This design comes from an exercise in tuning for small area on the open sky130 flow, not from production work. Function was checked by simulation only, so behaviour that the tests miss may differ from the original. Power figures rest on the tool's default switching activity, not on a simulated workload.

===== flow/flow/run.sh =====
#!/bin/bash
# Own layout flow: the standard ORFS layout (standard.sh) with three changes:
#  - synthesis maps the logic with an area-oriented ABC script (flow/area.abc)
#    and skips Yosys's extract_fa half/full-adder extraction (flow/synth.tcl);
#    all other synthesis steps, register mapping, flattening and renaming are
#    the standard ones;
#  - the port buffers that buffer_ports inserts on every input and output are
#    sky130_fd_sc_hd__buf_1;
#  - clock tree synthesis uses sky130_fd_sc_hd__clkbuf_8 buffers, one sink
#    cluster for up to 32 flip-flops, and no dummy loads.
# Each tool's full output is in the ORFS logs under orfs/logs/; make's own
# output is in flow_make.log.
set -euo pipefail
W=$(pwd)
export MY_ABC_SCRIPT="$W/flow/area.abc"
export MY_NO_FA=1
bash "$W/standard.sh" \
  "SYNTH_SCRIPT=$W/flow/synth.tcl" \
  "BUFFER_PORTS_ARGS=-buffer_cell sky130_fd_sc_hd__buf_1" \
  "CTS_ARGS=-sink_clustering_enable -repair_clock_nets -sink_clustering_size 32 -buf_list sky130_fd_sc_hd__clkbuf_8 -root_buf sky130_fd_sc_hd__clkbuf_8 -dont_use_dummy_load" \
  finish > "$W/flow_make.log" 2>&1

===== flow/flow/area.abc =====
strash
&get -n
&deepsyn -T 600
&put
dch -f
amap
strash
dch -f
amap
topo

===== flow/config.mk =====
export PLATFORM = sky130hd
export DESIGN_NAME = lcd114_test
export DESIGN_NICKNAME = lcd114_test
export VERILOG_FILES = /design/flow/design.v
export SDC_FILE = /design/flow/constraint.sdc
export NUM_CORES = 4
export LEC_CHECK = 0
export CAP_MARGIN = 20
export CORE_MARGIN = 2
export CORE_UTILIZATION = 45
export SLEW_MARGIN = 20

===== flow/design.v =====
module lcd114_test(
	input clk,
	input resetn,
	output lcd_resetn,
	output lcd_cs,
	output lcd_rs,
	output lcd_data
);
reg [4:0] b;
reg [2:0] lx;
reg [5:0] gx;
reg [2:0] ly;
reg [4:0] gy;
wire init   = (gy == 5'd2) && ly == 3'b011;          
wire x_last = ({gx, lx} == {6'd58, 3'b011});                
wire x_end  = ({gx, lx} == {6'd15, 3'b101});                 
wire y_last = (gy == 5'd25) && (ly == 3'b000);       
wire wrap_b = init ? (b[3] || x_end) : b[4];          
wire stop   = !init && x_last && y_last;
wire x_inc  = wrap_b && !stop;
always @(posedge clk or negedge resetn) begin
	if (~resetn) begin
		b  <= 5'd0;
		{gx, lx} <= {6'd1, 3'b101};
		gy <= 5'd2;
		ly <= 3'b011;
	end else begin
		if (x_inc)
			b <= 5'd0;
		else if (!wrap_b)
			b <= b + 5'd1;
		if (x_inc) begin
			if (x_last || x_end) begin
				gx <= 6'd18;
				lx <= 3'b100;
				ly <= (ly[2] && ly[0]) ? 3'd0 : ly + 3'd1;
				if (ly[2] && ly[0])
					gy <= gy + 5'd1;
			end else begin
				lx <= (lx[2] && lx[0]) ? 3'd0 : lx + 3'd1;
				if (lx[2] && lx[0])
					gx <= gx + 6'd1;
			end
		end
	end
end
reg [5:0] cls;
reg [8:0] tb;
always @(*) begin
	case ({gx, lx})
		{6'd1, 3'b101}: begin cls = 6'b100000; tb = 9'bx; end
		{6'd2, 3'b000}: begin cls = 6'b100000; tb = 9'bx; end
		{6'd2, 3'b001}: begin cls = 6'b100000; tb = 9'bx; end
		{6'd2, 3'b010}: begin cls = 6'b010000; tb = 9'bx; end
		{6'd2, 3'b011}: begin cls = 6'b000000; tb = 9'bx; end
		{6'd2, 3'b100}: begin cls = 6'b000000; tb = 9'bx; end
		{6'd2, 3'b101}: begin cls = 6'b000000; tb = 9'bx; end
		{6'd3, 3'b000}: begin cls = 6'b000000; tb = 9'bx; end
		{6'd3, 3'b001}: begin cls = 6'b000000; tb = 9'bx; end
		{6'd3, 3'b010}: begin cls = 6'b001000; tb = 9'bx; end
		{6'd3, 3'b011}: begin cls = 6'b000100; tb = 9'bx; end
		{6'd3, 3'b100}: begin cls = 6'b000000; tb = 9'bx; end
		{6'd3, 3'b101}: begin cls = 6'b000000; tb = 9'bx; end
		{6'd4, 3'b000}: begin cls = 6'b000000; tb = 9'bx; end
		{6'd4, 3'b001}: begin cls = 6'b000010; tb = 9'h036; end
		{6'd4, 3'b010}: begin cls = 6'b000010; tb = 9'h170; end
		{6'd4, 3'b011}: begin cls = 6'b000010; tb = 9'h03a; end
		{6'd4, 3'b100}: begin cls = 6'b000010; tb = 9'h105; end
		{6'd4, 3'b101}: begin cls = 6'b000010; tb = 9'h0b2; end
		{6'd5, 3'b000}: begin cls = 6'b000010; tb = 9'h10c; end
		{6'd5, 3'b001}: begin cls = 6'b000010; tb = 9'h10c; end
		{6'd5, 3'b010}: begin cls = 6'b000010; tb = 9'h100; end
		{6'd5, 3'b011}: begin cls = 6'b000010; tb = 9'h133; end
		{6'd5, 3'b100}: begin cls = 6'b000010; tb = 9'h133; end
		{6'd5, 3'b101}: begin cls = 6'b000010; tb = 9'h0b7; end
		{6'd6, 3'b000}: begin cls = 6'b000010; tb = 9'h135; end
		{6'd6, 3'b001}: begin cls = 6'b000010; tb = 9'h0bb; end
		{6'd6, 3'b010}: begin cls = 6'b000010; tb = 9'h119; end
		{6'd6, 3'b011}: begin cls = 6'b000010; tb = 9'h0c0; end
		{6'd6, 3'b100}: begin cls = 6'b000010; tb = 9'h12c; end
		{6'd6, 3'b101}: begin cls = 6'b000010; tb = 9'h0c2; end
		{6'd7, 3'b000}: begin cls = 6'b000010; tb = 9'h101; end
		{6'd7, 3'b001}: begin cls = 6'b000010; tb = 9'h0c3; end
		{6'd7, 3'b010}: begin cls = 6'b000010; tb = 9'h112; end
		{6'd7, 3'b011}: begin cls = 6'b000010; tb = 9'h0c4; end
		{6'd7, 3'b100}: begin cls = 6'b000010; tb = 9'h120; end
		{6'd7, 3'b101}: begin cls = 6'b000010; tb = 9'h0c6; end
		{6'd8, 3'b000}: begin cls = 6'b000010; tb = 9'h10f; end
		{6'd8, 3'b001}: begin cls = 6'b000010; tb = 9'h0d0; end
		{6'd8, 3'b010}: begin cls = 6'b000010; tb = 9'h1a4; end
		{6'd8, 3'b011}: begin cls = 6'b000010; tb = 9'h1a1; end
		{6'd8, 3'b100}: begin cls = 6'b000010; tb = 9'h0e0; end
		{6'd8, 3'b101}: begin cls = 6'b000010; tb = 9'h1d0; end
		{6'd9, 3'b000}: begin cls = 6'b000010; tb = 9'h104; end
		{6'd9, 3'b001}: begin cls = 6'b000010; tb = 9'h10d; end
		{6'd9, 3'b010}: begin cls = 6'b000010; tb = 9'h111; end
		{6'd9, 3'b011}: begin cls = 6'b000010; tb = 9'h113; end
		{6'd9, 3'b100}: begin cls = 6'b000010; tb = 9'h12b; end
		{6'd9, 3'b101}: begin cls = 6'b000010; tb = 9'h13f; end
		{6'd10, 3'b000}: begin cls = 6'b000010; tb = 9'h154; end
		{6'd10, 3'b001}: begin cls = 6'b000010; tb = 9'h14c; end
		{6'd10, 3'b010}: begin cls = 6'b000010; tb = 9'h118; end
		{6'd10, 3'b011}: begin cls = 6'b000010; tb = 9'h10d; end
		{6'd10, 3'b100}: begin cls = 6'b000010; tb = 9'h10b; end
		{6'd10, 3'b101}: begin cls = 6'b000010; tb = 9'h11f; end
		{6'd11, 3'b000}: begin cls = 6'b000010; tb = 9'h123; end
		{6'd11, 3'b001}: begin cls = 6'b000010; tb = 9'h0e1; end
		{6'd11, 3'b010}: begin cls = 6'b000010; tb = 9'h1d0; end
		{6'd11, 3'b011}: begin cls = 6'b000010; tb = 9'h104; end
		{6'd11, 3'b100}: begin cls = 6'b000010; tb = 9'h10c; end
		{6'd11, 3'b101}: begin cls = 6'b000010; tb = 9'h111; end
		{6'd12, 3'b000}: begin cls = 6'b000010; tb = 9'h113; end
		{6'd12, 3'b001}: begin cls = 6'b000010; tb = 9'h12c; end
		{6'd12, 3'b010}: begin cls = 6'b000010; tb = 9'h13f; end
		{6'd12, 3'b011}: begin cls = 6'b000010; tb = 9'h144; end
		{6'd12, 3'b100}: begin cls = 6'b000010; tb = 9'h151; end
		{6'd12, 3'b101}: begin cls = 6'b000010; tb = 9'h12f; end
		{6'd13, 3'b000}: begin cls = 6'b000010; tb = 9'h11f; end
		{6'd13, 3'b001}: begin cls = 6'b000010; tb = 9'h11f; end
		{6'd13, 3'b010}: begin cls = 6'b000010; tb = 9'h120; end
		{6'd13, 3'b011}: begin cls = 6'b000010; tb = 9'h123; end
		{6'd13, 3'b100}: begin cls = 6'b000010; tb = 9'h021; end
		{6'd13, 3'b101}: begin cls = 6'b000010; tb = 9'h029; end
		{6'd14, 3'b000}: begin cls = 6'b000010; tb = 9'h02a; end
		{6'd14, 3'b001}: begin cls = 6'b000010; tb = 9'h100; end
		{6'd14, 3'b010}: begin cls = 6'b000010; tb = 9'h128; end
		{6'd14, 3'b011}: begin cls = 6'b000010; tb = 9'h101; end
		{6'd14, 3'b100}: begin cls = 6'b000010; tb = 9'h117; end
		{6'd14, 3'b101}: begin cls = 6'b000010; tb = 9'h02b; end
		{6'd15, 3'b000}: begin cls = 6'b000010; tb = 9'h100; end
		{6'd15, 3'b001}: begin cls = 6'b000010; tb = 9'h135; end
		{6'd15, 3'b010}: begin cls = 6'b000010; tb = 9'h100; end
		{6'd15, 3'b011}: begin cls = 6'b000010; tb = 9'h1bb; end
		{6'd15, 3'b100}: begin cls = 6'b000010; tb = 9'h02c; end
		{6'd15, 3'b101}: begin cls = 6'b000001; tb = 9'bx; end
		default: begin cls = 6'bxxxxxx; tb = 9'bx; end
	endcase
end
wire rst_a  = cls[5];    
wire rst_b  = cls[4];    
wire wake_a = cls[3];    
wire wake_b = cls[2];    
wire tbl    = cls[1];    
wire last   = cls[0];    
wire [2:0] bi = b[3] ? 3'd0 : ~b[2:0];                
wire [7:0] wake = 8'h11;
reg i_rst, i_cs, i_rs, i_data;
always @(*) begin
	i_rst = 1'b1; i_cs = 1'b1; i_rs = 1'b1; i_data = 1'b1;
	if (tbl) begin
		i_cs   = b[3];
		i_rs   = tb[8] | b[3];
		i_data = tb[bi];
	end else if (last) begin
		i_data = 1'b0;
	end else if (wake_a && b >= 5'd3) begin
		i_cs = 1'b0; i_rs = 1'b0; i_data = wake[3'd2 - b[2:0]];
	end else if (wake_b && b <= 5'd1) begin
		i_cs = 1'b0; i_rs = 1'b0; i_data = wake[3'd1 - b[2:0]];
	end else
		i_rst = !(rst_a || (rst_b && b == 5'd0));
end
reg [7:0] font_row;
always @(*) begin
	case (gy[2:0])
	3'd0: font_row = 8'b00011000;
	3'd1: font_row = 8'b00100100;
	3'd2: font_row = 8'b01000010;
	3'd3: font_row = 8'b01111110;
	3'd4: font_row = 8'b01000010;
	3'd5: font_row = 8'b01000010;
	3'd6: font_row = 8'b01000010;
	default: font_row = 8'b00000000;
	endcase
end
wire on = (gx[5:3] == 3'b100) && (gy[4:3] == 2'b10) && font_row[~gx[2:0]];
wire f_data = b[4] || (b[3] && (b[2] || (b[1] && b[0]))) || !on;
assign lcd_resetn = init ? i_rst  : 1'b1;
assign lcd_cs     = init ? i_cs   : b[4];
assign lcd_rs     = init ? i_rs   : 1'b1;
assign lcd_data   = init ? i_data : f_data;
endmodule

===== flow/standard.sh =====
#!/bin/bash
# synth_recipe.tcl (not shown) runs the flow's synth.tcl, then flattens the netlist and writes it again
# the make line also repeats each setting of config.mk as NAME=value (left out here)
make -C /OpenROAD-flow-scripts/flow DESIGN_CONFIG=/design/flow/config.mk WORK_HOME=/design/flow/orfs CLKGATE_MAP_FILE= SYNTH_SCRIPT=/design/flow/synth_recipe.tcl "${@:-finish}"

===== flow/flow/synth.tcl =====
# synth_recipe.tcl with two changes: abc runs flow/area.abc instead of the
# ABC script ORFS picks, and extract_fa is skipped.
proc synth {args} { yosys synth -nofsm -noshare {*}$args }
proc abc {args} {
  set i [lsearch -exact $args -script]
  if {$i >= 0} { lset args [expr {$i + 1}] $::env(MY_ABC_SCRIPT) }
  yosys abc {*}$args
}
if {[info exists ::env(MY_NO_FA)] && $::env(MY_NO_FA)} { proc extract_fa {args} {} }
source $::env(SCRIPTS_DIR)/synth.tcl
# left out here: clear keep_hierarchy, flatten, clean up, hide names made inside functions, write 1_2_yosys.v

===== flow/constraint.sdc =====
create_clock -name core_clock -period 11.0 [get_ports {clk}]
set_input_delay 2.2000 -clock core_clock [delete_from_list [all_inputs] [get_ports {clk}]]
set_output_delay 2.2000 -clock core_clock [all_outputs]
set_load 0.01 [all_outputs]

==> results.tsv, run 1 <==
metric	value	unit
fin_setup_tns	0	ns
dieArea	4390	um2
hold_depth	2	
startpoint_type	register	
die_w	66.3	um
min_path_type	register to register	
holdWs	0.489	ns
drt-pass1-iter-count	6	
p_sw_share	20.0	%
required	8.80	ns
synth.distinct_cells	34	
critPathArrivalTime	3.68	ns
syn_area_per_cell	6.41	um2
synth.most_common_cell	nor2_1	
max-vdd-ir-drop	34.0	uV
tightest_slew	0.770	ns
synth_compound_area_share	27.6	%
crit_start	lx[2]	
die_h	66.3	um
relSlewSlack	48.2	%
wirelength	5380	um
ys_ff_latch	22	
place_area	1830	um2
cts_tree	built	
critPathCaptureType	output pin	
finalSetupViolations	0	
root_buffer	clkbuf_8	
seq_area_frac_synth	32.0	%
synth-xor-area-share	0	%
r2r_start	gx[0]	
pwr-share-comb	1.4	%
clock_latency	0.27	ns
htreeDepth	1	
grt_pass1_wl	9270	um
synthSimpleGateAreaFrac	32.4	%
fin_crit	5.88	ns
setup_slack	5.12	ns
timing.fmax	170	MHz
drtIter0Drc	439	
netlist_area	1740	um2
ctsLongestPathBuffers	2	
hp-start	ly[0]	
status	timing/DRC/antenna clean	
synth_top_area_share	23.0	%
drc_errors	0	
grt_max_degree	23	
place_hpwl	4150	um
cts_setup_buffers	0	
ant_nets	0	
core	3690	um2
place_ws	5.51	ns
initial_core_util	47.3	%
grt_pass1_vias	1914	
rows	22	
synth_edf_count	0	
criticalPathCategory	register to output pin	
async_flop_share	100	%
synth_area_leaders	dfrtp_1 23%, nor2_1 18%, dfstp_2 9.0%	
crit_fanout	7	
synth_top_family_by_area	simple AND/OR/NAND/NOR gates	
synthAdderAreaFrac	0	%
cts_hold_buffers	0	
grt_overflow_total	0	
yosysWarnings	1	
design_area	1870	um2
multi_input_area	1050	um2
skew	0.0192	ns
numPortBuffers	5	
synth_mux_area_share	0	%
cts_resized	0	
drv_slew	0	
antenna_cells	0	
rsz0062_at_grt	false	
place.gp.congestion	1.01	
syn-num-nets	274	
power_frac_seq	61.3	%
fin_crit_sh	53.4	%
design.portCount	6	
vias	2042	
area.growth.synth_to_final	7.32	%
leakage	0.665	nW
p_clk_share	37.3	%
avgRoutedWirePerCell	16.3	um
numCtsBuffers	3	
seqCellArea	558	um2
syn_inst	272	
drive_gt1_share	3.56	%
yosys-top-cells-count	84 x nor2_1, 37 x clkinv_1, 24 x a21oi_1	
nets	285	
synth_ff_type	dfrtp_1	
powerDensity	70.6	nW/um2
hold_viol	0	
antenna_found_initial	0	
reg2reg_depth	21	
yosysTopAreaCell	dfrtp_1	
p_sw	26.4	uW
clkTransAtPathRegs	0.09	ns
utilization	50.7	%
track_usage	27.4	%
maxCapViolations	0	
nFillCells	379	
cts_sinks	22	
internal_power	106	uW
vias_per_cell	6.21	
[final timing paths]
path	endpoint	slack (ns)
max	lcd_data	5.12
min	ly[0]	0.49
max reg2reg	gy[4]	6.19
min reg2reg	ly[0]	0.49
max in group asynchronous	gx[0]	8.83
min in group asynchronous	ly[2]	1.88
[registers in the layout, indices dropped and copies added (netlist names)]
| register | cells |
|---|---|
| b | 5 |
| ly | 3 |
| gx | 6 |
| lx | 3 |
| gy | 5 |
[cells by family (layout without fill, tap and decap cells)]
group                  count (synthesis)  after routing
AOI/OAI and AO/OA                     77             77
DFF                                   22             22
buffers and inverters                 37             46
and+or+nand+nor                      136            136
[through the flow]
stage / total power [mW] / std cells
CTS: 0.135 / 329
finish: 0.132 / 329
detailed placement: 0.0844 / 326
global placement: 0.0844 / 326
global route: 0.138 / 329
floorplan: 0.0825 / 272
[cell type report]
type | instances | area share [%]
Inverter | 37 | 7.42
Tap cell | 48 | 3.21
Clock buffer | 3 | 2.21
Multi-Input combinational cell | 213 | 55.9
Sequential cell | 22 | 29.8
Timing Repair Buffer | 6 | 1.40
[per-layer routing]
layer	vias to the layer above	track usage, %	part of all wire (%)
met4	0	11.5	5.1
met5	-	0	0
li1	967	-	-
met2	141	41.4	44
met3	35	4.94	10
met1	899	38.3	41
[cells in the final DEF, fill, tap and decap left out, types with 2 or more instances in the layout]
| cell | synthesis | routed |
|---|---|---|
| a211oi_1 | 4 | 4 |
| nor4_1 | 4 | 4 |
| o211ai_1 | 2 | 2 |
| clkinv_1 | 37 | 37 |
| o31ai_1 | 2 | 2 |
| clkbuf_8 | 0 | 3 |
| a31oi_1 | 7 | 7 |
| a21oi_1 | 24 | 24 |
| o32ai_1 | 2 | 2 |
| dfstp_2 | 6 | 6 |
| a22oi_1 | 3 | 3 |
| dfrtp_1 | 16 | 16 |
| o21ai_0 | 18 | 18 |
| nor3_1 | 11 | 11 |
| buf_1 | 0 | 5 |
| nand2_1 | 19 | 19 |
| o21a_1 | 2 | 2 |
| nand3_1 | 12 | 12 |
| o21bai_1 | 2 | 2 |
| nand4_1 | 2 | 2 |
| nor2_1 | 84 | 84 |
[worst max-delay path, stage by stage (launching register included)]
cell and delay, ns:
dfstp_2 0.59, clkinv_1 0.16, nor2_1 0.23, clkinv_1 0.16
nor2_1 0.28, clkinv_1 0.18, o21ai_0 0.14, o21a_1 0.15
a31oi_1 0.06, a21boi_0 0.17, o21ai_0 0.14, o211ai_1 0.16
nor2_1 0.13, nor4_1 0.05, o21ai_0 0.16, o31ai_1 0.08
nand2b_1 0.18, nand3_1 0.10, o41a_1 0.14, buf_1 0.16
[power groups by stage]
stage / sequential, mW / clock, mW / combinational [mW]
floorplan: 0.0825 / 0 / 0.000000370
global placement: 0.0824 / 0 / 0.00195
detailed placement: 0.0824 / 0 / 0.00201
CTS: 0.0809 / 0.0518 / 0.00201
global route: 0.0809 / 0.0546 / 0.00235
finish: 0.0810 / 0.0493 / 0.00184
==> run 2: changes to the inputs <==
--- a/flow/flow/run.sh
+++ b/flow/flow/run.sh
@@ -1,8 +1,8 @@
 #!/bin/bash
 # Own layout flow: the standard ORFS layout (standard.sh) with three changes:
-#  - synthesis maps the logic with an area-oriented ABC script (flow/area.abc)
-#    and skips Yosys's extract_fa half/full-adder extraction (flow/synth.tcl);
-#    all other synthesis steps, register mapping, flattening and renaming are
-#    the standard ones;
+#  - synthesis (flow/synth.tcl) maps the logic with an area search in ABC
+#    (&deepsyn with three seeds, two mappings each, smallest kept) and skips
+#    Yosys's extract_fa half/full-adder extraction; all other synthesis steps,
+#    register mapping, flattening and renaming are the standard ones;
 #  - the port buffers that buffer_ports inserts on every input and output are
 #    sky130_fd_sc_hd__buf_1;
@@ -13,6 +13,9 @@
 set -euo pipefail
 W=$(pwd)
-export MY_ABC_SCRIPT="$W/flow/area.abc"
 export MY_NO_FA=1
+export MY_SEEDS="1 2 3"
+export MY_DS_T=${MY_DS_T:-240}
+export MY_TMP="$W/orfs/abc_search"
+export MY_LIB=/OpenROAD-flow-scripts/flow/platforms/sky130hd/lib/sky130_fd_sc_hd__tt_025C_1v80.lib
 bash "$W/standard.sh" \
   "SYNTH_SCRIPT=$W/flow/synth.tcl" \
==> flow/flow/synth.tcl (replaced) <==
# synth_recipe.tcl with two changes to the logic mapping:
#  - abc runs a search of its own instead of the ABC script ORFS picks: for each
#    seed in MY_SEEDS it optimises the logic with ABC's &deepsyn (MY_DS_T seconds),
#    then maps the result onto the library in each of two ways; the mapping with
#    the smallest cell area is kept;
#  - extract_fa is skipped.
# The steps before and after abc (register mapping, flattening, renaming) are
# the standard ones.
proc synth {args} { yosys synth -nofsm -noshare {*}$args }
proc abc_area_of {} {
  set st [tee -q -s result.string stat -liberty $::env(MY_LIB)]
  if {[regexp {Chip area for module [^:]*: ([0-9.eE+]+)} $st -> a]} { return $a }
  return 1e18
}
proc abc {args} {
  set i [lsearch -exact $args -script]
  set tmp $::env(MY_TMP)
  file mkdir $tmp
  set best 1e18
  set n 0
  yosys design -save pre_abc
  foreach seed $::env(MY_SEEDS) {
    foreach map {nfam am3} {
      yosys design -load pre_abc
      set scr "$tmp/s${seed}_$map.abc"
      set f [open $scr w]
      if {$map eq "nfam"} {
        puts $f "strash\n&get -n\n&deepsyn -T $::env(MY_DS_T) -S $seed\n&put\nwrite_blif $tmp/ds$seed.blif"
        puts $f "strash\n&get -n\n&st\n&dch -f\n&nf -a -R 1000\n&put\nstrash\ndch -f\namap\ntopo"
      } else {
        puts $f "read_blif $tmp/ds$seed.blif\nstrash\ndch -f\namap\nstrash\ndch -f\namap\nstrash\ndch -f\namap\ntopo"
      }
      close $f
      lset args [expr {$i + 1}] $scr
      yosys abc {*}$args
      set a [abc_area_of]
      puts "abc search: seed $seed map $map area $a"
      if {$a < $best} {
        set best $a
        yosys design -save best_abc
      }
      incr n
    }
  }
  puts "abc search: kept area $best"
  yosys design -load best_abc
}
if {[info exists ::env(MY_NO_FA)] && $::env(MY_NO_FA)} { proc extract_fa {args} {} }
source $::env(SCRIPTS_DIR)/synth.tcl
# left out here: clear keep_hierarchy, flatten, clean up, hide names made inside functions, write 1_2_yosys.v
removed: flow/flow/area.abc
==> results.tsv, run 2 <==
metric	value	unit	change
status	timing/DRC/antenna clean		
vias	2013		-1.4%
r2r_start	gx[1]		
synth.distinct_cells	32		-5.9%
fin_crit_sh	62.5	%	+9.1 points
required	8.80	ns	about the same
max_stage_delay	0.67	ns	+0.08 ns
powerDensity	70.9	nW/um2	+0.50%
setup_slack	4.13	ns	-0.996 ns
place_hpwl	4130	um	-0.44%
drtIter0Drc	433		-1.4%
crit_fanout	11		+4
antenna_found_initial	0		unchanged
seq_area_frac_synth	32.1	%	+0.069 points
initial_core_util	47.2	%	-0.10 points
largest_reg_flops	6		unchanged
cts_sinks	22		unchanged
pwr-share-comb	1.4	%	about the same
yosys-top-cells-count	69 x nor2_1, 32 x clkinv_1, 20 x a21oi_1		
ys_ff_latch	22		unchanged
cp_slowest_cell	a2111oi_0		
root_buffer	clkbuf_8		
whs_endpoint	ly[0]		
skew	0.00724	ns	-0.0119 ns
hp-start	ly[0]		
hold_viol	0		unchanged
netlist_area	1740	um2	-0.22%
area.growth.synth_to_final	7.33	%	about the same
cts_tree	built		
largestRegisters	gx x6, b x5, gy x5		
p_clk_share	37.5	%	+0.2 points
nets	270		-5.3%
async_flop_share	100	%	unchanged
ctsLongestPathBuffers	2		unchanged
synth_edf_count	0		unchanged
worstReg2RegEnd	gy[4]		
p_sw	26.7	uW	+1.4%
numPortBuffers	5		unchanged
syn-num-nets	259		-5.5%
numCtsBuffers	3		unchanged
clock_latency	0.27	ns	about the same
core	3690	um2	unchanged
min_path_type	register to register		
p_sw_share	20.2	%	+0.23 points
synth.most_common_cell	nor2_1		
clkTransAtPathRegs	0.08	ns	about the same
dieArea	4380	um2	-0.20%
timing.fmax	145	MHz	-14%
drc_errors	0		unchanged
power_frac_seq	61.1	%	-0.2 points
internal_power	106	uW	about the same
leakage	0.658	nW	-0.92%
cts_resized	0		unchanged
die_h	66.2	um	about the same
grt_pass1_vias	1895		-0.99%
hold_depth	2		unchanged
criticalPathCategory	register to output pin		
syn_area_per_cell	6.77	um2	+5.6%
grt_pass1_wl	9310	um	+0.45%
vias_per_cell	6.41		+3.3%
top_register	gx		
track_usage	27.9	%	+0.48 points
crit_chain	clkinv_1 > nor2_1 > clkinv_1 > nor2_1 > o21ai_0 > o21ai_0 > a31o_1 > a21oi_1 > o21a_1 > a31oi_1 > o21ai_0 > a2111oi_0 > clkinv_1 > o31ai_1 > o21ai_0 > buf_1		
tightest_slew	0.742	ns	-0.0281 ns
fin_setup_tns	0	ns	unchanged
antenna_cells	0		unchanged
reg2reg_depth	23		+9.5%
rows	22		unchanged
critPathArrivalTime	4.67	ns	+0.99 ns
cp_common_cell	o21ai_0		
cts_setup_buffers	0		unchanged
grt_max_degree	23		unchanged
r2r_slack	5.65	ns	-0.54 ns
yosysWarnings	1		unchanged
critical_path_buf_inv_count	4		unchanged
htreeDepth	1		unchanged
mostFrequentLayoutCells	69 x nor2_1, 32 x clkinv_1, 20 x a21oi_1		
place_ws	4.63	ns	-0.880 ns
finalSetupViolations	0		unchanged
relSlewSlack	50.1	%	+1.9 points
cts_hold_buffers	0		unchanged
die_w	66.2	um	about the same
place.gp.congestion	1.05		+4.5%
drv_slew	0		unchanged
max-vdd-ir-drop	66.1	uV	+94%
fin_crit	6.87	ns	+0.996 ns
maxCapViolations	0		unchanged
yosysTopAreaCell	dfrtp_1		
synth_ff_type	dfrtp_1		
synth_top_area_share	23.0	%	+0.050 points
cp_top_family	compound AO/OA/AOI/OAI gates		
avgRoutedWirePerCell	17.4	um	+6.2%
synth_area_leaders	dfrtp_1 23%, nor2_1 15%, dfstp_2 9.1%		
final_common_cell	nor2_1		
grt_overflow_total	0		unchanged
ant_nets	0		unchanged
wirelength	5450	um	+1.3%
startpoint_type	register		
critPathCaptureType	output pin		
drive_gt1_share	3.76	%	+0.20 points
syn_inst	257		-5.5%
rsz0062_at_grt	false		
drt-pass1-iter-count	5		-1
design.portCount	6		unchanged
crit_start	gx[1]		
[run 2: cell count changes in the layout (fill, tap and decap cells not counted), moves of 3 or more]
cell and change:
nand3_1 -7, nor2b_1 +4, clkinv_1 -5, a21oi_1 -4, o21a_1 +5, nor4_1 +5
a31oi_1 -4, nor2_1 -15, a2111oi_0 +3
[run 2: stage by stage]
| step | util [%] | std cells | hold WS (ns) | cell area, um2 | power [mW] |
|---|---|---|---|---|---|
| floorplan | - | 257 | 0.463 | 1740 | 0.0825 |
| detailed placement | 49.5 | 311 | 0.481 | 1830 | 0.0844 |
| global route | 50.6 | 314 | 0.523 | 1870 | 0.138 |
| finish | 50.6 | 314 | 0.485 | 1870 | 0.132 |
| CTS | 50.6 | 314 | 0.492 | 1870 | 0.134 |
| global placement | 49.5 | 311 | 0.477 | 1830 | 0.0844 |
[run 2: how the worst max path moves through the flow]
stage,to,cells past startpoint
after global placement,lcd_data,16
after floorplan,lcd_data,15
final,lcd_data,16
after CTS,lcd_data,16
after detailed placement,lcd_data,16
after global routing,lcd_data,16
[run 2: cell type report]
| type | instances | area [um2] |
|---|---|---|
| well taps | 48 | 60.1 |
| fillers | 428 | 1820 |
| inverters | 32 | 120 |
| flip-flops and latches | 22 | 558 |
| clock buffers | 3 | 41.3 |
| repair buffers | 6 | 26.3 |
| multi-input cells | 203 | 1060 |
[run 2: routing by layer]
metal	share of wire [%]	wire length [um]	up-vias	track usage [%]
met2	46	2500	125	45.4
met4	4.3	232	0	12.0
met5	0	0	-	0
li1	-	-	962	-
met1	42	2310	900	37.0
met3	7.6	413	26	3.75
[run 2: power groups by stage]
stage,sequential [mW],clock (mW),combinational [mW]
after floorplan,0.0825,0,0.000000364
after global placement,0.0824,0,0.00200
after detailed placement,0.0824,0,0.00201
after CTS,0.0809,0.0513,0.00201
after global routing,0.0809,0.0550,0.00227
final,0.0809,0.0497,0.00188
[run 2: cells by family after synthesis]
| kind of cell | Yosys count | share of synthesized area [%] |
|---|---|---|
| AOI/OAI and AO/OA | 78 | 29.6 |
| buffers and inverters | 32 | 6.90 |
| DFF | 22 | 32.1 |
| and+or+nand+nor | 125 | 31.4 |
[run 2: worst register-to-register path, cell delays in order, from the launching register on]
cell and delay (ns):
dfrtp_1 0.54, clkinv_1 0.42, nor2_1 0.35, a21oi_1 0.07, nor2_1 0.08, o21ai_0 0.10, nor2_1 0.22, nand2_1 0.14
nor4_1 0.59, nor2_1 0.10, a21oi_1 0.44, clkinv_1 0.20, a21oi_1 0.35, o21ai_0 0.27, nor2_1 0.26, clkinv_1 0.12
nor2b_1 0.22, nand2_1 0.13, nor2_1 0.15, clkinv_1 0.10, nor2_1 0.16, nand2_1 0.11, nand2_1 0.07, o21ai_0 0.07
==> run 3: changes to the inputs <==
--- a/flow/flow/run.sh
+++ b/flow/flow/run.sh
@@ -2,5 +2,5 @@
 # Own layout flow: the standard ORFS layout (standard.sh) with three changes:
 #  - synthesis (flow/synth.tcl) maps the logic with an area search in ABC
-#    (&deepsyn with three seeds, two mappings each, smallest kept) and skips
+#    (&deepsyn with six seeds, two mappings each, smallest kept) and skips
 #    Yosys's extract_fa half/full-adder extraction; all other synthesis steps,
 #    register mapping, flattening and renaming are the standard ones;
@@ -14,6 +14,6 @@
 W=$(pwd)
 export MY_NO_FA=1
-export MY_SEEDS="1 2 3"
-export MY_DS_T=${MY_DS_T:-240}
+export MY_SEEDS="1 2 3 4 5 6"
+export MY_DS_T=${MY_DS_T:-200}
 export MY_TMP="$W/orfs/abc_search"
 export MY_LIB=/OpenROAD-flow-scripts/flow/platforms/sky130hd/lib/sky130_fd_sc_hd__tt_025C_1v80.lib
==> results.tsv, run 3 <==
metric	value	unit	change
status	timing/DRC/antenna clean		
grt_pass1_vias	1849		-2.4%
grt_max_degree	23		unchanged
yosys-top-cells-count	56 x nor2_1, 36 x clkinv_1, 28 x nand2_1		
dieArea	4310	um2	-1.7%
drtIter0Drc	397		-8.3%
drc_errors	0		unchanged
max_stage_delay	0.71	ns	+0.04 ns
critical_path_buf_inv_count	3		-1
r2r_start	gx[3]		
timing.fmax	172	MHz	+18%
synth_ff_type	dfrtp_1		
syn-num-nets	252		-2.7%
crit_fanout	14		+3
cts_sinks	22		unchanged
startpoint_type	register		
htreeDepth	1		unchanged
clkTransAtPathRegs	0.07	ns	about the same
stdcell_count	307		-2.2%
holdWs	0.498	ns	+0.0123 ns
hold_viol	0		unchanged
powerDensity	71.2	nW/um2	+0.35%
rows	22		unchanged
core	3660	um2	-0.75%
criticalPathCategory	register to output pin		
utilization	50.2	%	-0.47 points
clock_latency	0.26	ns	about the same
leakage	0.625	nW	-5.1%
hp-start	ly[0]		
numCtsBuffers	3		unchanged
cts_setup_buffers	0		unchanged
track_usage	27.2	%	-0.70 points
netlist_area	1710	um2	-1.8%
numPortBuffers	5		unchanged
grt_overflow_total	0		unchanged
syn_area_per_cell	6.84	um2	+0.95%
cp_top_family	compound AO/OA/AOI/OAI gates		
yosysTopAreaCell	dfrtp_1		
synth_top_area_share	23.4	%	+0.42 points
area.growth.synth_to_final	7.47	%	
place.gp.congestion	1.09		+3.6%
antenna_found_initial	0		unchanged
reg2reg_depth	17		-26%
cts_hold_buffers	0		unchanged
largestRegisters	gx x6, b x5, gy x5		
relSlewSlack	56.3	%	+6.2 points
critPathArrivalTime	3.62	ns	-1.05 ns
ys_ff_latch	22		unchanged
die_w	65.6	um	-0.85%
synth_area_leaders	dfrtp_1 23%, nor2_1 12%, dfstp_2 9.2%		
synth.distinct_cells	36		+13%
vias	1989		-1.2%
seq_area_frac_synth	32.7	%	+0.59 points
cts_resized	0		unchanged
initial_core_util	46.7	%	-0.50 points
max-vdd-ir-drop	59.3	uV	-10%
wirelength	5330	um	-2.3%
fin_crit_sh	52.9	%	-9.6 points
top_register	gx		
syn_inst	250		-2.7%
whs_endpoint	ly[0]		
synth.most_common_cell	nor2_1		
cp_common_cell	o21ai_0		
root_buffer	clkbuf_8		
fin_setup_tns	0	ns	unchanged
crit_chain	clkinv_1 > nor2_1 > clkinv_1 > nor2_1 > o21ai_0 > o21ai_0 > a32oi_1 > a31oi_1 > o21ai_0 > nand2_1 > o41ai_1 > a221o_1 > a31oi_1 > buf_1		
final_common_cell	nor2_1		
yosysWarnings	1		unchanged
drive_gt1_share	3.86	%	+0.10 points
grt_pass1_wl	9050	um	-2.8%
vias_per_cell	6.48		+1.1%
mostFrequentLayoutCells	56 x nor2_1, 36 x clkinv_1, 28 x nand2_1		
maxCapViolations	0		unchanged
place_inst	304		-2.3%
hold_depth	2		unchanged
finalSetupViolations	0		unchanged
antenna_cells	0		unchanged
rsz0062_at_grt	false		
synth_edf_count	0		unchanged
largest_reg_flops	6		unchanged
drt-pass1-iter-count	6		+1
drv_slew	0		unchanged
ant_nets	0		unchanged
skew	0.00930	ns	+0.00206 ns
cts_tree	built		
ctsLongestPathBuffers	2		unchanged
fin_crit	5.82	ns	-1.06 ns
die_h	65.6	um	-0.85%
cp_slowest_cell	dfstp_2		
p_total	131	uW	-1.3%
async_flop_share	100	%	unchanged
place_hpwl	4110	um	-0.49%
worstReg2RegEnd	gx[5]		
avgRoutedWirePerCell	17.4	um	about the same
critPathCaptureType	output pin		
r2r_slack	6.61	ns	+0.96 ns
design.portCount	6		unchanged
nets	263		-2.6%
path_depth	14		-2
tightest_slew	0.649	ns	-0.0927 ns
required	8.80	ns	about the same
min_path_type	register to register		
## run 3: changes by cell type after synthesis, moves of 4 or more
cell,previous run,this run
a31oi_1,3,9
nor2_1,69,56
a21oi_1,20,12
clkinv_1,32,36
nand2_1,18,28
nor2b_1,5,0
nor3_1,12,8
nor4_1,9,3
o21ai_0,16,21
## run 3: where the power goes
group,switching (mW),leakage (nW),internal [mW]
Clock,0.0236,0.0216,0.0244
Sequential,0,0.262,0.0809
Combinational,0.00153,0.342,0.000319
Total,0.0251,0.625,0.106
## run 3: layout make-up
type,count,area [um2]
multi-input cells,192,1020
clock buffers,3,41.3
inverters,36,135
flip-flops and latches,22,558
well taps,48,60.1
repair buffers,6,26.3
fillers,393,1820
## run 3: layer usage
layer	wire length, um	up-vias	track usage [%]	share of wire [%]
li1	-	925	-	-
met1	2200	885	36.7	41
met2	2370	133	42.2	45
met3	429	46	4.28	8.1
met4	325	0	13.3	6.1
met5	0	-	0	0
## run 3: worst max path at each step
stage	slack, ns	start	endpoint
floorplan	6.38	lx[0]	lcd_data
global placement	5.43	lx[0]	lcd_data
detailed placement	5.66	lx[0]	lcd_data
CTS	5.37	lx[0]	lcd_data
global route	5.10	lx[0]	lcd_data
finish	5.18	lx[0]	lcd_data
## run 3: cell families (layout without fill, tap and decap cells)
| kind of cell | after synthesis | in the layout | synth area share (%) |
|---|---|---|---|
| AO/OA/AOI/OAI | 84 | 84 | 32.7 |
| buffers and inverters | 36 | 45 | 7.91 |
| flip-flops | 22 | 22 | 32.6 |
| AND/OR/NAND/NOR | 108 | 108 | 26.7 |
## run 3: worst register-to-register path: cells and delay by family, from the launching register on
family | cells | cell delay [ns]
flip-flops | 1 | 0.59
buffers and inverters | 4 | 0.83
AND/OR/NAND/NOR | 11 | 2.53
AO/OA/AOI/OAI | 2 | 0.30
## run 3: stage by stage
stage          area, um2  worst slack [ns]
2_1_floorplan       1710              6.38
3_3_place_gp        1800              5.43
3_5_place_dp        1800              5.66
4_1_cts             1840              5.37
5_1_grt             1840              5.10
6_report            1840              5.18
==> run 4: changes to the inputs <==
==> flow/design.v (replaced) <==
module lcd114_test(
	input clk,
	input resetn,
	output lcd_resetn,
	output lcd_cs,
	output lcd_rs,
	output lcd_data
);
reg [4:0] b;
reg [2:0] lx;
reg [5:0] gx;
reg [2:0] ly;
reg [4:0] gy;
wire init   = (gy == 5'd2) && ly == 3'b011;          
wire x_last = ({gx, lx} == {6'd58, 3'b011});                
wire x_end  = ({gx, lx} == {6'd15, 3'b100});                 
wire y_last = (gy == 5'd25) && (ly == 3'b000);       
wire wrap_b = init ? (b[3] || x_end) : b[4];          
wire stop   = !init && x_last && y_last;
wire x_inc  = wrap_b && !stop;
always @(posedge clk or negedge resetn) begin
	if (~resetn) begin
		b  <= 5'd0;
		{gx, lx} <= {6'd1, 3'b100};
		gy <= 5'd2;
		ly <= 3'b011;
	end else begin
		if (x_inc)
			b <= 5'd0;
		else if (!wrap_b)
			b <= b + 5'd1;
		if (x_inc) begin
			if (x_last || x_end) begin
				gx <= 6'd18;
				lx <= 3'b100;
				ly <= (ly[2] && ly[0]) ? 3'd0 : ly + 3'd1;
				if (ly[2] && ly[0])
					gy <= gy + 5'd1;
			end else begin
				lx <= (lx[2] && lx[0]) ? 3'd0 : lx + 3'd1;
				if (lx[2] && lx[0])
					gx <= gx + 6'd1;
			end
		end
	end
end
reg [5:0] cls;
reg [8:0] tb;
always @(*) begin
	case ({gx, lx})
		{6'd1, 3'b100}: begin cls = 6'b100000; tb = 9'bx; end
		{6'd1, 3'b101}: begin cls = 6'b100000; tb = 9'bx; end
		{6'd2, 3'b000}: begin cls = 6'b100000; tb = 9'bx; end
		{6'd2, 3'b001}: begin cls = 6'b010000; tb = 9'bx; end
		{6'd2, 3'b010}: begin cls = 6'b000000; tb = 9'bx; end
		{6'd2, 3'b011}: begin cls = 6'b000000; tb = 9'bx; end
		{6'd2, 3'b100}: begin cls = 6'b000000; tb = 9'bx; end
		{6'd2, 3'b101}: begin cls = 6'b000000; tb = 9'bx; end
		{6'd3, 3'b000}: begin cls = 6'b000000; tb = 9'bx; end
		{6'd3, 3'b001}: begin cls = 6'b001000; tb = 9'bx; end
		{6'd3, 3'b010}: begin cls = 6'b000100; tb = 9'bx; end
		{6'd3, 3'b011}: begin cls = 6'b000000; tb = 9'bx; end
		{6'd3, 3'b100}: begin cls = 6'b000000; tb = 9'bx; end
		{6'd3, 3'b101}: begin cls = 6'b000000; tb = 9'bx; end
		{6'd4, 3'b000}: begin cls = 6'b000010; tb = 9'h036; end
		{6'd4, 3'b001}: begin cls = 6'b000010; tb = 9'h170; end
		{6'd4, 3'b010}: begin cls = 6'b000010; tb = 9'h03a; end
		{6'd4, 3'b011}: begin cls = 6'b000010; tb = 9'h105; end
		{6'd4, 3'b100}: begin cls = 6'b000010; tb = 9'h0b2; end
		{6'd4, 3'b101}: begin cls = 6'b000010; tb = 9'h10c; end
		{6'd5, 3'b000}: begin cls = 6'b000010; tb = 9'h10c; end
		{6'd5, 3'b001}: begin cls = 6'b000010; tb = 9'h100; end
		{6'd5, 3'b010}: begin cls = 6'b000010; tb = 9'h133; end
		{6'd5, 3'b011}: begin cls = 6'b000010; tb = 9'h133; end
		{6'd5, 3'b100}: begin cls = 6'b000010; tb = 9'h0b7; end
		{6'd5, 3'b101}: begin cls = 6'b000010; tb = 9'h135; end
		{6'd6, 3'b000}: begin cls = 6'b000010; tb = 9'h0bb; end
		{6'd6, 3'b001}: begin cls = 6'b000010; tb = 9'h119; end
		{6'd6, 3'b010}: begin cls = 6'b000010; tb = 9'h0c0; end
		{6'd6, 3'b011}: begin cls = 6'b000010; tb = 9'h12c; end
		{6'd6, 3'b100}: begin cls = 6'b000010; tb = 9'h0c2; end
		{6'd6, 3'b101}: begin cls = 6'b000010; tb = 9'h101; end
		{6'd7, 3'b000}: begin cls = 6'b000010; tb = 9'h0c3; end
		{6'd7, 3'b001}: begin cls = 6'b000010; tb = 9'h112; end
		{6'd7, 3'b010}: begin cls = 6'b000010; tb = 9'h0c4; end
		{6'd7, 3'b011}: begin cls = 6'b000010; tb = 9'h120; end
		{6'd7, 3'b100}: begin cls = 6'b000010; tb = 9'h0c6; end
		{6'd7, 3'b101}: begin cls = 6'b000010; tb = 9'h10f; end
		{6'd8, 3'b000}: begin cls = 6'b000010; tb = 9'h0d0; end
		{6'd8, 3'b001}: begin cls = 6'b000010; tb = 9'h1a4; end
		{6'd8, 3'b010}: begin cls = 6'b000010; tb = 9'h1a1; end
		{6'd8, 3'b011}: begin cls = 6'b000010; tb = 9'h0e0; end
		{6'd8, 3'b100}: begin cls = 6'b000010; tb = 9'h1d0; end
		{6'd8, 3'b101}: begin cls = 6'b000010; tb = 9'h104; end
		{6'd9, 3'b000}: begin cls = 6'b000010; tb = 9'h10d; end
		{6'd9, 3'b001}: begin cls = 6'b000010; tb = 9'h111; end
		{6'd9, 3'b010}: begin cls = 6'b000010; tb = 9'h113; end
		{6'd9, 3'b011}: begin cls = 6'b000010; tb = 9'h12b; end
		{6'd9, 3'b100}: begin cls = 6'b000010; tb = 9'h13f; end
		{6'd9, 3'b101}: begin cls = 6'b000010; tb = 9'h154; end
		{6'd10, 3'b000}: begin cls = 6'b000010; tb = 9'h14c; end
		{6'd10, 3'b001}: begin cls = 6'b000010; tb = 9'h118; end
		{6'd10, 3'b010}: begin cls = 6'b000010; tb = 9'h10d; end
		{6'd10, 3'b011}: begin cls = 6'b000010; tb = 9'h10b; end
		{6'd10, 3'b100}: begin cls = 6'b000010; tb = 9'h11f; end
		{6'd10, 3'b101}: begin cls = 6'b000010; tb = 9'h123; end
		{6'd11, 3'b000}: begin cls = 6'b000010; tb = 9'h0e1; end
		{6'd11, 3'b001}: begin cls = 6'b000010; tb = 9'h1d0; end
		{6'd11, 3'b010}: begin cls = 6'b000010; tb = 9'h104; end
		{6'd11, 3'b011}: begin cls = 6'b000010; tb = 9'h10c; end
		{6'd11, 3'b100}: begin cls = 6'b000010; tb = 9'h111; end
		{6'd11, 3'b101}: begin cls = 6'b000010; tb = 9'h113; end
		{6'd12, 3'b000}: begin cls = 6'b000010; tb = 9'h12c; end
		{6'd12, 3'b001}: begin cls = 6'b000010; tb = 9'h13f; end
		{6'd12, 3'b010}: begin cls = 6'b000010; tb = 9'h144; end
		{6'd12, 3'b011}: begin cls = 6'b000010; tb = 9'h151; end
		{6'd12, 3'b100}: begin cls = 6'b000010; tb = 9'h12f; end
		{6'd12, 3'b101}: begin cls = 6'b000010; tb = 9'h11f; end
		{6'd13, 3'b000}: begin cls = 6'b000010; tb = 9'h11f; end
		{6'd13, 3'b001}: begin cls = 6'b000010; tb = 9'h120; end
		{6'd13, 3'b010}: begin cls = 6'b000010; tb = 9'h123; end
		{6'd13, 3'b011}: begin cls = 6'b000010; tb = 9'h021; end
		{6'd13, 3'b100}: begin cls = 6'b000010; tb = 9'h029; end
		{6'd13, 3'b101}: begin cls = 6'b000010; tb = 9'h02a; end
		{6'd14, 3'b000}: begin cls = 6'b000010; tb = 9'h100; end
		{6'd14, 3'b001}: begin cls = 6'b000010; tb = 9'h128; end
		{6'd14, 3'b010}: begin cls = 6'b000010; tb = 9'h101; end
		{6'd14, 3'b011}: begin cls = 6'b000010; tb = 9'h117; end
		{6'd14, 3'b100}: begin cls = 6'b000010; tb = 9'h02b; end
		{6'd14, 3'b101}: begin cls = 6'b000010; tb = 9'h100; end
		{6'd15, 3'b000}: begin cls = 6'b000010; tb = 9'h135; end
		{6'd15, 3'b001}: begin cls = 6'b000010; tb = 9'h100; end
		{6'd15, 3'b010}: begin cls = 6'b000010; tb = 9'h1bb; end
		{6'd15, 3'b011}: begin cls = 6'b000010; tb = 9'h02c; end
		{6'd15, 3'b100}: begin cls = 6'b000001; tb = 9'bx; end
		default: begin cls = 6'bxxxxxx; tb = 9'bx; end
	endcase
end
wire rst_a  = cls[5];    
wire rst_b  = cls[4];    
wire wake_a = cls[3];    
wire wake_b = cls[2];    
wire tbl    = cls[1];    
wire last   = cls[0];    
wire [2:0] bi = b[3] ? 3'd0 : ~b[2:0];                
wire [7:0] wake = 8'h11;
reg i_rst, i_cs, i_rs, i_data;
always @(*) begin
	i_rst = 1'b1; i_cs = 1'b1; i_rs = 1'b1; i_data = 1'b1;
	if (tbl) begin
		i_cs   = b[3];
		i_rs   = tb[8] | b[3];
		i_data = tb[bi];
	end else if (last) begin
		i_data = 1'b0;
	end else if (wake_a && b >= 5'd3) begin
		i_cs = 1'b0; i_rs = 1'b0; i_data = wake[3'd2 - b[2:0]];
	end else if (wake_b && b <= 5'd1) begin
		i_cs = 1'b0; i_rs = 1'b0; i_data = wake[3'd1 - b[2:0]];
	end else
		i_rst = !(rst_a || (rst_b && b == 5'd0));
end
reg [7:0] font_row;
always @(*) begin
	case (gy[2:0])
	3'd0: font_row = 8'b00011000;
	3'd1: font_row = 8'b00100100;
	3'd2: font_row = 8'b01000010;
	3'd3: font_row = 8'b01111110;
	3'd4: font_row = 8'b01000010;
	3'd5: font_row = 8'b01000010;
	3'd6: font_row = 8'b01000010;
	default: font_row = 8'b00000000;
	endcase
end
wire on = (gx[5:3] == 3'b100) && (gy[4:3] == 2'b10) && font_row[~gx[2:0]];
wire f_data = b[4] || (b[3] && (b[2] || (b[1] && b[0]))) || !on;
assign lcd_resetn = init ? i_rst  : 1'b1;
assign lcd_cs     = init ? i_cs   : b[4];
assign lcd_rs     = init ? i_rs   : 1'b1;
assign lcd_data   = init ? i_data : f_data;
endmodule
==> results.tsv, run 4 <==
metric	value	unit	change
yosys-top-cells-count	75 x nor2_1, 38 x clkinv_1, 26 x nand2_1		
p_total	131	uW	+0.57%
multi_input_area	1020	um2	+0.62%
max-vdd-ir-drop	58.4	uV	-1.4%
reg2reg_depth	25		+8
leakage	0.653	nW	+4.4%
criticalPathCategory	register to output pin		
skew	0.0165	ns	+0.00718 ns
drv_slew	0		unchanged
initial_core_util	47.0	%	+0.34 points
timing.fmax	149	MHz	-14%
final_common_cell	nor2_1		
yosysWarnings	1		unchanged
grt_max_degree	23		unchanged
synth.most_common_cell	nor2_1		
largestRegisters	gx x6, b x5, gy x5		
cp_common_cell	nand2_1		
nFillCells	381		-3.1%
yosysTopAreaCell	dfrtp_1		
r2r_start	gx[0]		
cts_setup_buffers	0		unchanged
r2r_slack	5.58	ns	-1.03 ns
drc_errors	0		unchanged
root_buffer	clkbuf_8		
cts_tree	built		
status	timing/DRC/antenna clean		
antenna_found_initial	0		unchanged
syn-num-nets	264		+4.8%
largest_reg_flops	6		unchanged
whs_endpoint	gx[5]		
numCtsBuffers	3		unchanged
relSlewSlack	56.4	%	+0.10 points
clock_latency	0.26	ns	about the same
dieArea	4340	um2	+0.69%
htreeDepth	1		unchanged
fin_setup_tns	0	ns	unchanged
numPortBuffers	5		unchanged
async_flop_share	100	%	unchanged
drtIter0Drc	403		+1.5%
critPathCaptureType	output pin		
grt_pass1_vias	1910		+3.3%
worstReg2RegEnd	gy[4]		
powerDensity	71.1	nW/um2	-0.11%
synth_edf_count	0		unchanged
finalSetupViolations	0		unchanged
crit_chain	clkinv_1 > nor2_1 > nor2_1 > clkinv_1 > a22oi_1 > a31o_1 > o22ai_1 > clkinv_1 > a21oi_1 > or2_0 > nand2_1 > o31ai_1 > o221ai_1 > nand2_1 > o21ai_0 > nand2_1 > a21o_1 > nand2_1 > o21ai_0 > nor2_1 > a41oi_1 > buf_1		
area.growth.synth_to_final	7.41	%	about the same
maxCapViolations	0		unchanged
synth_area_leaders	dfrtp_1 25%, nor2_1 16%, clkinv_1 8.3%		
seqCellArea	557	um2	-0.22%
cp_slowest_cell	dfstp_2		
drive_gt1_share	3.32	%	-0.54 points
grt_overflow_total	0		unchanged
grt_pass1_wl	9230	um	+2.1%
wirelength	5370	um	+0.81%
cts_sinks	22		unchanged
place.gp.congestion	1.07		-1.8%
critical_path_buf_inv_count	4		+1
die_w	65.9	um	+0.34%
crit_fanout	10		-4
required	8.80	ns	about the same
seq_area_frac_synth	32.3	%	-0.31 points
cts_resized	0		unchanged
design.portCount	6		unchanged
tightest_slew	0.648	ns	-0.00150 ns
cp_top_family	compound AO/OA/AOI/OAI gates		
fin_crit_sh	61.2	%	+8.3 points
track_usage	27.9	%	+0.76 points
synth_ff_type	dfrtp_1		
mostFrequentLayoutCells	75 x nor2_1, 38 x clkinv_1, 26 x nand2_1		
rows	22		unchanged
synth.distinct_cells	33		-8.3%
die_h	65.9	um	+0.34%
hp-start	gx[5]		
clkTransAtPathRegs	0.08	ns	about the same
drt-pass1-iter-count	6		unchanged
nets	275		+4.6%
syn_area_per_cell	6.57	um2	-3.9%
synth_top_area_share	24.7	%	+1.3 points
vias_per_cell	6.29		-3.0%
hold_depth	1		-1
syn_inst	262		+4.8%
netlist_area	1720	um2	+0.73%
antenna_cells	0		unchanged
startpoint_type	register		
avgRoutedWirePerCell	16.8	um	-3.0%
fin_crit	6.73	ns	+0.913 ns
core	3660	um2	unchanged
hold_viol	0		unchanged
rsz0062_at_grt	false		
top_register	gx		
ctsLongestPathBuffers	2		unchanged
ant_nets	0		unchanged
critPathArrivalTime	4.53	ns	+0.91 ns
vias	2005		+0.80%
place_hpwl	4240	um	+3.1%
max_stage_delay	0.64	ns	-0.07 ns
min_path_type	register to register		
cts_hold_buffers	0		unchanged
ys_ff_latch	22		unchanged
run 4: cell count changes in the layout (fill, tap and decap cells not counted), moves of 3 or more:
cell | before | now
or4_1 | 3 | 0
o21ai_0 | 21 | 12
a31oi_1 | 9 | 4
nor4_1 | 3 | 6
a21oi_1 | 12 | 15
nor2_1 | 56 | 75
nor3_1 | 8 | 12
run 4: worst max path at each step:
stage	from	endpoint	slack, ns	cells after the start
6_report	gx[0]	lcd_data	4.27	22
5_1_grt	gx[0]	lcd_data	3.87	22
4_1_cts	gx[0]	lcd_data	4.42	22
3_5_place_dp	gx[0]	lcd_data	4.73	22
3_3_place_gp	gx[0]	lcd_data	4.74	22
2_1_floorplan	gx[0]	lcd_data	5.61	21
run 4: cell families (layout without fill, tap and decap cells):
| family | after synthesis | count (layout) | share of synthesized area [%] |
|---|---|---|---|
| and+or+nand+nor | 133 | 133 | 32.5 |
| AOI/OAI and AO/OA | 69 | 69 | 26.9 |
| buffers and inverters | 38 | 47 | 8.29 |
| DFF | 22 | 22 | 32.3 |
run 4: per-layer routing:
metal	GRT usage [%]	vias up	share of wire (%)
met5	0	-	0
met4	17.7	0	5.9
met1	36.6	897	41
met2	43.1	111	45
li1	-	960	-
met3	3.92	37	7.7
run 4: stage by stage:
stage | instances | util (%) | hold slack [ns] | worst slack (ns) | instance area [um2]
global route | 319 | 50.5 | 0.532 | 3.87 | 1850
finish | 319 | 50.5 | 0.504 | 4.27 | 1850
global placement | 316 | 49.4 | 0.489 | 4.74 | 1810
floorplan | 262 | - | 0.462 | 5.61 | 1720
CTS | 319 | 50.5 | 0.509 | 4.42 | 1850
detailed placement | 316 | 49.4 | 0.496 | 4.73 | 1810
run 4: area by class of cell:
class	count	share of cell area [%]
clock buffer	3	2.23
sequential	22	30.1
tap	48	3.25
inverter	38	7.71
multi-input combinational	202	55.3
timing repair buffer	6	1.42
run 4: report_power, final:
| part | switching (mW) | leakage [nW] | internal [mW] | total [mW] |
|---|---|---|---|---|
| Sequential | 0 | 0.266 | 0.0809 | 0.0809 |
| Combinational | 0.00156 | 0.366 | 0.000318 | 0.00188 |
| Clock | 0.0242 | 0.0216 | 0.0244 | 0.0486 |

re-timing with driven ports:
The flow's constraints put no driver on any port. The routed layouts listed below were extracted and timed again, unchanged, in two steps.
Step 1 assumes that a clkbuf_16 drives the clock port and a buf_2 every other input.
Step 2, shift: input delay + t, output delay - t, t = (earliest + latest rising clock arrival at the registers) / 2. This alone moves slack from input paths to output paths.
a / b / c = ideal ports / drivers / drivers and shift; a / b = the first two.
run | t (ns) | setup WS [ns] | worst hold slack (ns) | worst setup path at the end | worst register clock-pin slew, ns
run 1 | 0.286 | 5.121 / 5.093 / 5.380 | 0.489 / 0.489 / 0.489 | register to output | 0.09 / 0.09
run 2 | 0.287 | 4.125 / 4.100 / 4.387 | 0.485 / 0.485 / 0.485 | register to output | 0.08 / 0.08
run 3 | 0.277 | 5.182 / 5.156 / 5.433 | 0.498 / 0.498 / 0.498 | register to output | 0.08 / 0.08
run 4 | 0.282 | 4.269 / 4.242 / 4.524 | 0.504 / 0.504 / 0.504 | register to output | 0.08 / 0.08
After both steps every run listed still meets setup and hold.
